This design comes from an exercise in tuning for small area, a short achievable clock period and few clock cycles per item on the open sky130 flow, not from production work.

==> flow/design.v (excerpt) <==
module expression_solver
(
    input clk,
    input rst,
    input start,
    input [7:0] X,
    input [15:0] A,
    input [15:0] B,
    input [15:0] C,
    output [15:0] result,
    output zero,
    output overflow,
    output completed
);
==> flow/config.mk <==
export PLATFORM = sky130hd
export DESIGN_NAME = expression_solver
export DESIGN_NICKNAME = expression_solver
export VERILOG_FILES = /design/flow/design.v
export SDC_FILE = /design/flow/constraint.sdc
export NUM_CORES = 4
export LEC_CHECK = 0
export CAP_MARGIN = 20
export CORE_MARGIN = 2
export CORE_UTILIZATION = 40
export SETUP_SLACK_MARGIN = 2.5
export SLEW_MARGIN = 20
export SYNTH_HIERARCHICAL = 1
export SYNTH_MINIMUM_KEEP_SIZE = 0
==> flow/constraint.sdc <==
create_clock -name core_clock -period 11.0 [get_ports {clk}]
set_input_delay 2.2000 -clock core_clock [delete_from_list [all_inputs] [get_ports {clk}]]
set_output_delay 2.2000 -clock core_clock [all_outputs]
set_load 0.01 [all_outputs]
standard.sh (not shown) runs the stock make flow with config.mk's settings and CLKGATE_MAP_FILE= SYNTH_SCRIPT=/design/flow/synth_recipe.tcl, a recipe that flattens the netlist after the stock synthesis.
==> flow/flow/run.sh <==
#!/bin/bash
# The standard layout, with the port buffers made from the smallest buffer
# (buf_1) instead of the delay buffer buffer_ports picks by default; the
# resizer still upsizes them where timing, slew or load ask for it.
set -euo pipefail
export BUFFER_PORTS_ARGS="-buffer_cell sky130_fd_sc_hd__buf_1"
bash standard.sh > standard_finish.log 2>&1
The starting point ran to the end with no violations.
Edit:
--- a/flow/design.v
+++ b/flow/design.v
@@ -10,37 +10,38 @@
     input [7:0] X,
     input [15:0] A,
     input [15:0] B,
     input [15:0] C,
     output [15:0] result,
     output zero,
     output overflow,
     output completed
 );
     reg busy;          
     reg done;          
     reg [15:0] T;
+    reg Z;             
     always @(posedge clk or posedge rst)
     begin
         if (rst) begin
             busy <= 1'b0;
             done <= 1'b0;
         end else begin
             if (start) busy <= 1'b1;
             done <= busy;
         end
     end
     wire [15:0] m = busy ? T : A;
-    wire [7:0] x = done ? 8'd1 : X;
-    wire [15:0] kn = ~(done ? 16'd0 : busy ? C : B);
+    wire [7:0] x = X;
+    wire [15:0] kn = ~(busy ? C : B);
     wire pp_0_0 = ~(x[0] & m[0]);
     wire pp_0_1 = ~(x[0] & m[1]);
     wire pp_0_2 = ~(x[0] & m[2]);
     wire pp_0_3 = ~(x[0] & m[3]);
     wire pp_0_4 = ~(x[0] & m[4]);
     wire pp_0_5 = ~(x[0] & m[5]);
     wire pp_0_6 = ~(x[0] & m[6]);
     wire pp_0_7 = ~(x[0] & m[7]);
     wire pp_0_8 = ~(x[0] & m[8]);
     wire pp_0_9 = ~(x[0] & m[9]);
     wire pp_0_10 = ~(x[0] & m[10]);
     wire pp_0_11 = ~(x[0] & m[11]);
@@ -284,24 +285,29 @@
     fa fa_s149 (s82, c119, s120, s149, c150);
     wire s151, c152;
     fa fa_s151 (s86, c121, s122, s151, c152);
     wire s153, c154;
     fa fa_s153 (s90, c123, s124, s153, c154);
     wire s155, c156;
     fa fa_s155 (s94, c125, s126, s155, c156);
     wire s157, c158;
     fa fa_s157 (s98, c127, s128, s157, c158);
     wire s159, c160;
     fa fa_s159 (s102, c129, s130, s159, c160);
     wire s161 = s105 ^ c131 ^ s132;
-    wire [15:0] r0 = {~c160, ~c158, ~c156, ~c154, ~c152, ~c150, ~c148, ~c146, ~c144, ~c142, ~c140, ~c138, ~c136, ~c134, ~s133, ~pp_0_0};
-    wire [15:0] r1 = {~s161, ~s159, ~s157, ~s155, ~s153, ~s151, ~s149, ~s147, ~s145, ~s143, ~s141, ~h139, ~h137, ~h135, 1'b0, ~kn[0]};
-    wire [15:0] y = r0 + r1;
-    assign result = y;
-    assign zero = ~|y;
+    wire [15:0] n0 = {c160, c158, c156, c154, c152, c150, c148, c146, c144, c142, c140, c138, c136, c134, s133, pp_0_0};
+    wire [15:0] n1 = {s161, s159, s157, s155, s153, s151, s149, s147, s145, s143, s141, h139, h137, h135, 1'b1, kn[0]};
+    wire [15:0] yn = n0 + n1 + 16'd1;
+    wire [15:0] y = ~yn;
+    wire [15:0] p = n0 ^ n1;
+    wire [15:0] o = ~(n0 & n1);
+    wire yz = ~|(p ^ {o[14:0], 1'b0});
+    assign result = done ? T : y;
+    assign zero = done ? Z : yz;
     always @(posedge clk)
     begin
-        T <= y;
+        T <= result;
+        Z <= zero;
     end
     assign completed = busy;
     assign overflow = 1'b0;
 endmodule
The new run completed without violations.
Critical path depth is lower by 4.
Via count decreases by a few percent.
Core utilization drops by 5.5 points.
Fmax increases by a few percent.
Register-to-register slack gets better by 0.34 ns.
Synthesized cell count is lower slightly.
Routed wire length shrinks by a little under a tenth.
Non-clock buffer count went down by 33.
Worst hold slack is worse by 0.42 ns.
Cell count is lower by a few percent.
Global-route usage is lower by 2.2 points.
Synthesized area rises by a few percent.
No run of this note included a check of the RTL's function; only the layout flow was run.

== the baseline ==
The RTL this note starts from:
==> flow/design.v <==
module alu (
    input [15:0] m,
    input [7:0] x,
    input [15:0] k,
    output [15:0] y
);
    assign y = m * {8'd0, x} + k;
endmodule
module mux
(
    input select,
    input [15:0] a,
    input [15:0] b,
    output [15:0] out
);
    assign out = select ? b : a;
endmodule
module register
(
    input clk,
    input hold,
    input [15:0] in,
    output reg [15:0] out
);
    always @(posedge clk)
    begin
        if (!hold) out <= in;
    end
endmodule
module control (
    input clk,
    input rst,
    input start,
    output reg busy,
    output reg done
);
    always @(posedge clk or posedge rst)
    begin
        if (rst) begin
            busy <= 1'b0;
            done <= 1'b0;
        end else begin
            if (start) busy <= 1'b1;
            done <= busy;
        end
    end
endmodule
module operative
(
    input clk,
    input busy,
    input done,
    input [7:0] X,
    input [15:0] A,
    input [15:0] B,
    input [15:0] C,
    output [15:0] T,
    output [15:0] mac_out
);
    wire [15:0] m, k;
    mux mux_m (busy, A, T, m);
    mux mux_k (busy, B, C, k);
    alu alu_0 (m, X, k, mac_out);
    register reg_t (clk, done, mac_out, T);
endmodule
module expression_solver
(
    input clk,
    input rst,
    input start,
    input [7:0] X,
    input [15:0] A,
    input [15:0] B,
    input [15:0] C,
    output [15:0] result,
    output zero,
    output overflow,
    output completed
);
    wire busy, done;
    wire [15:0] T, mac_out;
    control control_block (clk, rst, start, busy, done);
    operative operative_block (clk, busy, done, X, A, B, C, T, mac_out);
    assign completed = busy;
    mux mux_r (done, mac_out, T, result);
    assign zero = ~|result;
    assign overflow = 1'b0;
endmodule
clock: 11.0 ns
lec_check: 0
cap_margin: 20
core_margin: 2
core_utilization: 40
slew_margin: 20
run.sh (not shown) runs the stock make flow with config.mk's settings and CLKGATE_MAP_FILE= SYNTH_SCRIPT=/design/flow/synth_recipe.tcl, a recipe that flattens the netlist after the stock synthesis.
Stock flow here: none of the scripts above is used.
--- input diff the baseline..the candidate ---
==> flow/design.v, changed modules only <==
module alu (
    input [7:0] x,
    input [15:0] a,
    input [15:0] b,
    input [15:0] c,
    output [15:0] result
);
    wire [15:0] x16 = {8'd0, x};
    wire [15:0] t = a * x16 + b;
    assign result = t * x16 + c;
endmodule
module control (
    input clk,
    input rst,
    input start,
    output reg done
);
    always @(posedge clk or posedge rst)
    begin
        if (rst) done <= 1'b0;
        else if (start) done <= 1'b1;
    end
endmodule
module expression_solver
(
    input clk,
    input rst,
    input start,
    input [7:0] X,
    input [15:0] A,
    input [15:0] B,
    input [15:0] C,
    output [15:0] result,
    output zero,
    output overflow,
    output completed
);
    wire done;
    wire [15:0] value;
    wire [15:0] held;
    control control_block (clk, rst, start, done);
    alu alu_0 (X, A, B, C, value);
    register reg_s (clk, done, value, held);
    assign completed = done | (start & ~rst);
    mux mux_0 (done, value, held, result);
    assign zero = ~|result;
    assign overflow = 1'b0;
endmodule
// module operative removed
Notes after the runs:
- The candidate ran in full, but the layout does not pass; the checks complain about negative setup slack.
- On detailed-routing wirelength on met1: between the baseline and the candidate, it ends up higher for the candidate.
- Diff the baseline -> the candidate: fraction of synthesis flops using an asynchronous set or reset pin went down; shortest clock period the worst path allows after layout went up; die boundary height went up.
- The candidate ends up with a arrival time at the worst endpoint that is 2.16 ns higher than in the baseline.
- Going from the baseline to the candidate, sequential share of layout area shrinks by 3.6 points.
Function was not checked in any run of this note: the RTL went through the layout flow alone.

Another version of the RTL of expression_solver (not shown whole).
Size: about 410 cells after synthesis, about 19 flip-flops, roughly 78 I/O pins, roughly 0.0039 mm^2 of cells after synthesis.
==> flow/config.mk <==
export PLATFORM = sky130hd
export DESIGN_NAME = expression_solver
export DESIGN_NICKNAME = expression_solver
export VERILOG_FILES = /design/flow/design.v
export SDC_FILE = /design/flow/constraint.sdc
export NUM_CORES = 4
export LEC_CHECK = 0
export CAP_MARGIN = 20
export CORE_MARGIN = 2
export CORE_UTILIZATION = 40
export SETUP_SLACK_MARGIN = 2
export SLEW_MARGIN = 20
export SYNTH_HIERARCHICAL = 1
export SYNTH_MINIMUM_KEEP_SIZE = 0
==> flow/constraint.sdc <==
create_clock -name core_clock -period 11.0 [get_ports {clk}]
set_input_delay 2.2000 -clock core_clock [delete_from_list [all_inputs] [get_ports {clk}]]
set_output_delay 2.2000 -clock core_clock [all_outputs]
set_load 0.01 [all_outputs]
standard.sh (not shown) runs the stock make flow with config.mk's settings and CLKGATE_MAP_FILE= SYNTH_SCRIPT=/design/flow/synth_recipe.tcl, a recipe that flattens the netlist after the stock synthesis.
Scripts as last shown in full above: flow/flow/run.sh
Next try:
--- a/flow/design.v
+++ b/flow/design.v
@@ -1,35 +1,30 @@
 module fa (input a, input b, input c, output s, output co);
     assign s = a ^ b ^ c;
     assign co = (a & b) | (a & c) | (b & c);
 endmodule
-module ha (input a, input b, output s, output c);
-    assign s = a ^ b;
-    assign c = a & b;
-endmodule
 module expression_solver
 (
     input clk,
     input rst,
     input start,
     input [7:0] X,
     input [15:0] A,
     input [15:0] B,
     input [15:0] C,
     output [15:0] result,
     output zero,
     output overflow,
     output completed
 );
     reg busy;          
     reg done;          
     reg [15:0] T;
-    reg Z;             
     always @(posedge clk or posedge rst)
     begin
         if (rst) begin
             busy <= 1'b0;
             done <= 1'b0;
         end else begin
             if (start) busy <= 1'b1;
             done <= busy;
         end
@@ -294,48 +289,20 @@
     wire s155, c156;
     fa fa_s155 (s94, c125, s126, s155, c156);
     wire s157, c158;
     fa fa_s157 (s98, c127, s128, s157, c158);
     wire s159, c160;
     fa fa_s159 (s102, c129, s130, s159, c160);
     wire s161 = s105 ^ c131 ^ s132;
     wire [15:0] n0 = {c160, c158, c156, c154, c152, c150, c148, c146, c144, c142, c140, c138, c136, c134, s133, pp_0_0};
     wire [15:0] n1 = {s161, s159, s157, s155, s153, s151, s149, s147, s145, s143, s141, h139, h137, h135, 1'b1, kn[0]};
-    wire [15:0] p, g;
-    ha ha_0 (n0[0], n1[0], p[0], g[0]);
-    ha ha_1 (n0[1], n1[1], p[1], g[1]);
-    ha ha_2 (n0[2], n1[2], p[2], g[2]);
-    ha ha_3 (n0[3], n1[3], p[3], g[3]);
-    ha ha_4 (n0[4], n1[4], p[4], g[4]);
-    ha ha_5 (n0[5], n1[5], p[5], g[5]);
-    ha ha_6 (n0[6], n1[6], p[6], g[6]);
-    ha ha_7 (n0[7], n1[7], p[7], g[7]);
-    ha ha_8 (n0[8], n1[8], p[8], g[8]);
-    ha ha_9 (n0[9], n1[9], p[9], g[9]);
-    ha ha_10 (n0[10], n1[10], p[10], g[10]);
-    ha ha_11 (n0[11], n1[11], p[11], g[11]);
-    ha ha_12 (n0[12], n1[12], p[12], g[12]);
-    ha ha_13 (n0[13], n1[13], p[13], g[13]);
-    ha ha_14 (n0[14], n1[14], p[14], g[14]);
-    ha ha_15 (n0[15], n1[15], p[15], g[15]);
-    wire [15:0] G0 = {g[15:1], g[0] | p[0]};
-    wire [15:0] P0 = {p[15:1], 1'b0};
-    wire [15:0] G1 = {G0[15:1] | (P0[15:1] & G0[14:0]), G0[0:0]};
-    wire [15:0] P1 = {P0[15:1] & P0[14:0], P0[0:0]};
-    wire [15:0] G2 = {G1[15:2] | (P1[15:2] & G1[13:0]), G1[1:0]};
-    wire [15:0] P2 = {P1[15:2] & P1[13:0], P1[1:0]};
-    wire [15:0] G3 = {G2[15:4] | (P2[15:4] & G2[11:0]), G2[3:0]};
-    wire [15:0] P3 = {P2[15:4] & P2[11:0], P2[3:0]};
-    wire [15:0] G4 = {G3[15:8] | (P3[15:8] & G3[7:0]), G3[7:0]};
-    wire [15:0] P4 = {P3[15:8] & P3[7:0], P3[7:0]};
-    wire [15:0] y = p ^ ~{G4[14:0], 1'b1};
-    wire yz = ~p[0] & (&(p[15:1] ^ g[14:0]));
+    wire [15:0] yn = n0 + n1 + 16'd1;
+    wire [15:0] y = ~yn;
     assign result = done ? T : y;
-    assign zero = done ? Z : yz;
+    assign zero = ~|result;
     always @(posedge clk)
     begin
         T <= result;
-        Z <= zero;
     end
     assign completed = busy;
     assign overflow = 1'b0;
 endmodule
What happened: Sequential share of layout area decreases by 0.70 points; non-clock buffer count increases by 11; clock-buffer cell count increases by 1; flip-flop and latch count decreases by 1; synthesized area decreases by about 4%; fmax decreases by 1.6%.
Function was not checked in any run of this note: the RTL went through the layout flow alone.

== v6 ==
expression_solver, a different RTL version from the one above (not shown whole).
Size: about 18 flip-flops, roughly 78 I/O pins, roughly 3700 um2 of cells after synthesis.
export LEC_CHECK = 0
export CAP_MARGIN = 20
export CORE_MARGIN = 2
export CORE_UTILIZATION = 40
export SETUP_SLACK_MARGIN = 2
export SLEW_MARGIN = 20
export SYNTH_HIERARCHICAL = 1
export SYNTH_MINIMUM_KEEP_SIZE = 0
create_clock -name core_clock -period 11.0 [get_ports {clk}]
Scripts as last shown in full above: flow/flow/run.sh
### v6 -> v7
diff --git a/flow/design.v b/flow/design.v
--- a/flow/design.v
+++ b/flow/design.v
@@ -25,18 +25,18 @@
             busy <= 1'b0;
             done <= 1'b0;
         end else begin
             if (start) busy <= 1'b1;
             done <= busy;
         end
     end
     wire [15:0] m = busy ? T : A;
-    wire [7:0] x = done ? 8'd1 : X;
-    wire [15:0] kn = ~(done ? 16'd0 : busy ? C : B);
+    wire [7:0] x = X;
+    wire [15:0] kn = ~(busy ? C : B);
     wire pp_0_0 = ~(x[0] & m[0]);
     wire pp_0_1 = ~(x[0] & m[1]);
     wire pp_0_2 = ~(x[0] & m[2]);
     wire pp_0_3 = ~(x[0] & m[3]);
     wire pp_0_4 = ~(x[0] & m[4]);
     wire pp_0_5 = ~(x[0] & m[5]);
     wire pp_0_6 = ~(x[0] & m[6]);
     wire pp_0_7 = ~(x[0] & m[7]);
@@ -288,21 +288,20 @@
     fa fa_s153 (s90, c123, s124, s153, c154);
     wire s155, c156;
     fa fa_s155 (s94, c125, s126, s155, c156);
     wire s157, c158;
     fa fa_s157 (s98, c127, s128, s157, c158);
     wire s159, c160;
     fa fa_s159 (s102, c129, s130, s159, c160);
     wire s161 = s105 ^ c131 ^ s132;
-    wire [15:0] n0 = {c160, c158, c156, c154, c152, c150, c148, c146, c144, c142, c140, c138, c136, c134, s133, pp_0_0};
-    wire [15:0] n1 = {s161, s159, s157, s155, s153, s151, s149, s147, s145, s143, s141, h139, h137, h135, 1'b1, kn[0]};
-    wire [15:0] yn = n0 + n1 + 16'd1;
-    wire [15:0] y = ~yn;
-    assign result = y;
-    assign zero = ~|y;
+    wire [15:0] r0 = {~c160, ~c158, ~c156, ~c154, ~c152, ~c150, ~c148, ~c146, ~c144, ~c142, ~c140, ~c138, ~c136, ~c134, ~s133, ~pp_0_0};
+    wire [15:0] r1 = {~s161, ~s159, ~s157, ~s155, ~s153, ~s151, ~s149, ~s147, ~s145, ~s143, ~s141, ~h139, ~h137, ~h135, 1'b0, ~kn[0]};
+    wire [15:0] y = r0 + r1;
+    assign result = done ? T : y;
+    assign zero = ~|result;
     always @(posedge clk)
     begin
-        T <= y;
+        T <= result;
     end
     assign completed = busy;
     assign overflow = 1'b0;
 endmodule
v7 finished every step from synthesis to the final layout, and the layout passed the timing, DRC and antenna checks. Diff v6 -> v7: clock buffer count has remained practically unchanged, number of cells after detailed placement has increased, arrival time at the worst endpoint has decreased, layout overhead on the synthesized area has decreased. Taking v6 as the reference point, the post-route worst setup slack of v7 rises by 0.19 ns. Compared to v6, v7 has global-route met2 utilization 2.5 points lower. Reported for v6 and v7, number of levels in the clock H-tree turned out identical to the last digit.
Function was not checked in any run of this note: the RTL went through the layout flow alone.

afterwards: timing with drivers on the ports:
The results above use ideal ports. As a check the final layouts listed here were re-extracted and re-timed, cells and wires unchanged.
Step 1 assumes that a clkbuf_16 drives the clock port and a buf_2 every other input.
Step 2 also shifts input and output timing later by t, the mid clock arrival at the registers, as if the neighbouring blocks saw the same clock.
Three values: ideal ports, drivers, drivers and shift; two values: the first two.
| run | shift t [ns] | slack for setup (ns) | clock arrival spread, ns | worst register clock-pin slew, ns | worst slew at a driven data input, ns |
|---|---|---|---|---|---|
| the first run of note 1 | 0.280 | 2.123 / 2.078 / 2.078 | 0.002 / 0.002 | 0.07 / 0.07 | 0.05 |
| the second run of note 1 | 0.291 | 2.564 / 2.544 / 2.544 | 0.002 / 0.002 | 0.08 / 0.08 | 0.04 |
| the baseline | 0.277 | 0.631 / 0.604 / 0.604 | 0.002 / 0.003 | 0.07 / 0.07 | 0.04 |
| the candidate | 0.276 | -1.533 / -1.571 / -1.571 | 0.007 / 0.008 | 0.05 / 0.05 | 0.05 |
| the first run of note 3 | 0.294 | 2.229 / 2.209 / 2.209 | 0.005 / 0.006 | 0.08 / 0.08 | 0.04 |
| the second run of note 3 | 0.268 | 2.082 / 2.058 / 2.058 | 0.004 / 0.004 | 0.07 / 0.07 | 0.04 |
| v6 | 0.286 | 1.822 / 1.799 / 1.799 | 0.001 / 0.001 | 0.07 / 0.07 | 0.04 |
| v7 | 0.269 | 2.012 / 1.991 / 1.991 | 0.003 / 0.003 | 0.07 / 0.07 | 0.04 |
For the first run of note 1, which loses most, drivers alone change the setup slack by -0.045 ns; drivers and shift together by -0.045 ns.
